This design comes from an exercise in tuning for small area, a short achievable clock period and few clock cycles on the open sky130 flow, not from production work. In this exercise RTL edits were held to simulation tests only and were not proved equivalent to the original.

## run 1
==> module cpu, before the edit <==
module cpu (input clk, input rst,
            output [31:0] imem_addr, input [31:0] imem_rdata,
            output [31:0] dmem_addr, output [31:0] dmem_wdata,
            output dmem_we, output dmem_re, input [31:0] dmem_rdata);
    reg [31:2] pc;
    reg        x_wr, x_lw, x_sw, x_beq, x_sub;
    reg        x_fam, x_fbm;    
    reg        x_imm;           
    reg [4:0]  x_rd;
    reg [31:0] x_a, x_b;
    reg [15:0] x_i;
    reg [31:2] x_tgt;
    reg        m_wr, m_lw, m_sw;
    reg [4:0]  m_rd;
    reg [31:0] m_r, m_sd;
    assign dmem_addr  = m_r;
    assign dmem_wdata = m_sd;
    assign dmem_we    = m_sw;
    assign dmem_re    = m_lw;
    wire [31:0] m_res = m_lw ? dmem_rdata : m_r;
    wire [31:0] a   = x_fam ? m_r : x_a;
    wire [31:0] b   = x_fbm ? m_r : x_b;
    wire [31:0] op2 = x_imm ? {{16{x_i[15]}}, x_i} : b;
    wire [31:0] alu;
    sk_add #(32) alu_add (.a(a), .b(op2 ^ {32{x_sub}}), .ci(x_sub), .s(alu));
    wire taken = x_beq & (a == b);
    wire [31:0] inst = imem_rdata;
    wire [5:0] op = inst[31:26];
    wire [4:0] rs = inst[25:21];
    wire [4:0] rt = inst[20:16];
    wire [4:0] rdf = inst[15:11];
    wire d_R    = (op == 6'h00);
    wire d_addi = (op == 6'h08) | (op == 6'h09);
    wire d_lw   = (op == 6'h23);
    wire d_sw   = (op == 6'h2B);
    wire d_beq  = (op == 6'h04);
    wire d_j    = (op == 6'h02);
    wire d_ubeq = d_beq & (rs == rt);
    wire [4:0] d_rd = d_R ? rdf : (d_addi | d_lw) ? rt : 5'd0;
    wire d_wr = (d_R | d_addi | d_lw) & (d_rd != 5'd0);
    wire [31:2] pc4, btgt;
    assign pc4 = pc + 30'd1;
    sk_add #(30) br_add (.a(pc), .b({{14{inst[15]}}, inst[15:0]}), .ci(1'b1), .s(btgt));
    wire [31:2] jtgt = {4'b0000, inst[25:0]};
    reg [31:0] rf_r [1:31];
    reg [31:1] rf_v;
    integer i;
    always @(posedge clk)
        for (i = 1; i < 32; i = i + 1)
            if (m_wr && m_rd == i) rf_r[i] <= m_res;
    always @(posedge clk or posedge rst)
        if (rst) rf_v <= 31'd0;
        else
            for (i = 1; i < 32; i = i + 1)
                if (m_wr && m_rd == i) rf_v[i] <= 1'b1;
    wire [31:0] sa, sb;
    assign sa[0] = m_wr && m_rd == rs;    
    assign sb[0] = m_wr && m_rd == rt;
    genvar k, n;
    generate for (k = 1; k < 32; k = k + 1) begin : sel
        assign sa[k] = rf_v[k] && !(m_wr && m_rd == k) && rs == k;
        assign sb[k] = rf_v[k] && !(m_wr && m_rd == k) && rt == k;
    end endgenerate
    wire [31:0] rsv, rtv;
    generate for (n = 0; n < 32; n = n + 1) begin : col
        wire [31:0] d;
        assign d[0] = m_res[n];
        for (k = 1; k < 32; k = k + 1) begin : rb
            assign d[k] = rf_r[k][n];
        end
        wire [3:0] pa_n, pb_n;
        for (k = 0; k < 4; k = k + 1) begin : grp
            aoi8 ua (.s(sa[8*k+7:8*k]), .d(d[8*k+7:8*k]), .y_n(pa_n[k]));
            aoi8 ub (.s(sb[8*k+7:8*k]), .d(d[8*k+7:8*k]), .y_n(pb_n[k]));
        end
        assign rsv[n] = ~&pa_n;
        assign rtv[n] = ~&pb_n;
    end endgenerate
    wire hs = x_wr & (x_rd == rs);
    wire ht = x_wr & (x_rd == rt);
    wire use_rs = d_R | d_addi | d_lw | d_sw | (d_beq & ~d_ubeq);
    wire use_rt = d_R | d_sw | (d_beq & ~d_ubeq);
    wire stall = x_lw & ((hs & use_rs) | (ht & use_rt));
    wire go = ~taken & ~stall;
    wire [31:2] pc_oth = taken ? x_tgt : stall ? pc : d_j ? jtgt : pc4;
    wire sel_b = ~taken & ~stall & ~d_j & d_ubeq;
    wire [31:2] pc_next;
    mux2w #(30) pc_mux (.s(sel_b), .a(pc_oth), .b(btgt), .y(pc_next));
    always @(posedge clk or posedge rst) begin
        if (rst) begin
            pc <= 30'd0;
            x_wr <= 1'b0; x_lw <= 1'b0; x_sw <= 1'b0; x_beq <= 1'b0;
            m_wr <= 1'b0; m_lw <= 1'b0; m_sw <= 1'b0;
        end else begin
            pc <= pc_next;
            x_wr  <= go & d_wr;
            x_lw  <= go & d_lw;
            x_sw  <= go & d_sw;
            x_beq <= go & d_beq & ~d_ubeq;
            m_wr  <= x_wr;
            m_lw  <= x_lw;
            m_sw  <= x_sw;
        end
    end
    always @(posedge clk) begin
        x_rd  <= d_rd;
        x_sub <= d_R & inst[1];
        x_fam <= hs;
        x_fbm <= ht;
        x_imm <= ~d_R;
        x_a   <= rsv;
        x_b   <= rtv;
        x_i   <= inst[15:0];
        x_tgt <= btgt;
        m_rd  <= x_rd;
        m_r   <= alu;
        m_sd  <= b;
    end
    assign imem_addr = {pc, 2'b00};
endmodule
Settings: LEC_CHECK=0, CAP_MARGIN=20, CELL_PAD_IN_SITES_DETAIL_PLACEMENT=1, CELL_PAD_IN_SITES_GLOBAL_PLACEMENT=1, CORE_MARGIN=2, CORE_UTILIZATION=50, CTS_CLUSTER_DIAMETER=80, CTS_CLUSTER_SIZE=18, PLACE_DENSITY=0.8, SETUP_SLACK_MARGIN=4.8, SLEW_MARGIN=20, SYNTH_HIERARCHICAL=1, SYNTH_MINIMUM_KEEP_SIZE=0, TNS_END_PERCENT=5; clock period 8.0 ns.
run.sh (not shown) runs the stock make flow with config.mk's settings and CLKGATE_MAP_FILE= SYNTH_SCRIPT=/design/flow/synth_recipe.tcl, a recipe that flattens the netlist after the stock synthesis.
Testbench counts of run 1, summed over its fixed seeds: cycles 47,352.
The following lists how run 2 was set up differently from run 1:
diff --git a/flow/design.v b/flow/design.v
--- a/flow/design.v
+++ b/flow/design.v
@@ -4,8 +4,9 @@
             output dmem_we, output dmem_re, input [31:0] dmem_rdata);
     reg [31:2] pc;
     reg        x_wr, x_lw, x_sw, x_beq, x_sub;
     reg        x_fam, x_fbm;    
+    reg        x_fal, x_fbl;    
     reg        x_imm;           
     reg [4:0]  x_rd;
     reg [31:0] x_a, x_b;
     reg [15:0] x_i;
@@ -17,10 +18,10 @@
     assign dmem_wdata = m_sd;
     assign dmem_we    = m_sw;
     assign dmem_re    = m_lw;
     wire [31:0] m_res = m_lw ? dmem_rdata : m_r;
-    wire [31:0] a   = x_fam ? m_r : x_a;
-    wire [31:0] b   = x_fbm ? m_r : x_b;
+    wire [31:0] a   = x_fam ? m_r : x_fal ? dmem_rdata : x_a;
+    wire [31:0] b   = x_fbm ? m_r : x_fbl ? dmem_rdata : x_b;
     wire [31:0] op2 = x_imm ? {{16{x_i[15]}}, x_i} : b;
     wire [31:0] alu;
     sk_add #(32) alu_add (.a(a), .b(op2 ^ {32{x_sub}}), .ci(x_sub), .s(alu));
     wire taken = x_beq & (a == b);
@@ -77,11 +78,9 @@
         assign rtv[n] = ~&pb_n;
     end endgenerate
     wire hs = x_wr & (x_rd == rs);
     wire ht = x_wr & (x_rd == rt);
-    wire use_rs = d_R | d_addi | d_lw | d_sw | (d_beq & ~d_ubeq);
-    wire use_rt = d_R | d_sw | (d_beq & ~d_ubeq);
-    wire stall = x_lw & ((hs & use_rs) | (ht & use_rt));
+    wire stall = x_lw & d_beq & ~d_ubeq & (hs | ht);
     wire go = ~taken & ~stall;
     wire [31:2] pc_oth = taken ? x_tgt : stall ? pc : d_j ? jtgt : pc4;
     wire sel_b = ~taken & ~stall & ~d_j & d_ubeq;
     wire [31:2] pc_next;
@@ -104,10 +103,12 @@
     end
     always @(posedge clk) begin
         x_rd  <= d_rd;
         x_sub <= d_R & inst[1];
-        x_fam <= hs;
-        x_fbm <= ht;
+        x_fam <= hs & ~x_lw;
+        x_fal <= hs & x_lw;
+        x_fbm <= ht & ~x_lw;
+        x_fbl <= ht & x_lw;
         x_imm <= ~d_R;
         x_a   <= rsv;
         x_b   <= rtv;
         x_i   <= inst[15:0];
Placed wire-length estimate came out lower on run 2 than on run 1. Run 2 and run 1 ended up with nearly the same clock insertion delay at the later pin of the skew report. On die area, run 2 tracks run 1 almost exactly. Of run 2 and run 1, the run reporting the higher critical path depth in cells was run 1. Total track usage, run 2 and run 1: higher on run 1. Looking only at via count, and setting everything else aside, the higher value of run 2 and run 1 goes to run 2. Taking run 1 as the reference point, the number of diodes added for antenna fixing of run 2 rises by 1. Between run 2 and run 1, area of combinational cells with multiple inputs is higher for run 2, run 1 comes in under that. | sequential cell count | run 1 vs run 2 | ≈ equal |. Comparing run 2 and run 1, final-layout worst hold slack is lower on run 1. Between run 2 and run 1, it is run 2 whose maximum frequency is lower, by 0.029 GHz.
Testbench counts of run 2, summed over its fixed seeds: cycles 46,614.

## static timing again, ports no longer ideal
In the flow no input, the clock included, has a driving cell. The finished layouts below were timed again as built, in two steps. Step 1 sets driving cells, clkbuf_16 on the clock port and buf_2 on the other inputs (assumed; they add their load-dependent delay and slew). Step 2 moves the port delays by t, midway between the first and last clock arrival at a register: inputs arrive t later, outputs are due t later. That takes back most of the time a late clock gives input paths. Three values: no drivers, after step 1, after step 2; two values: the first two.
run	shift t [ns]	setup slack, ns	hold WS [ns]	worst register clock-pin slew, ns
run 1	0.770	4.472 / 4.448 / 3.759	0.374 / 0.374 / 0.374	0.09 / 0.09
run 2	0.750	4.063 / 4.081 / 3.331	0.420 / 0.420 / 0.420	0.09 / 0.09
After both steps every run listed still meets setup and hold. The setup slack of run 2, which loses most, moves by +0.018 ns with the drivers and by -0.732 ns with both steps.
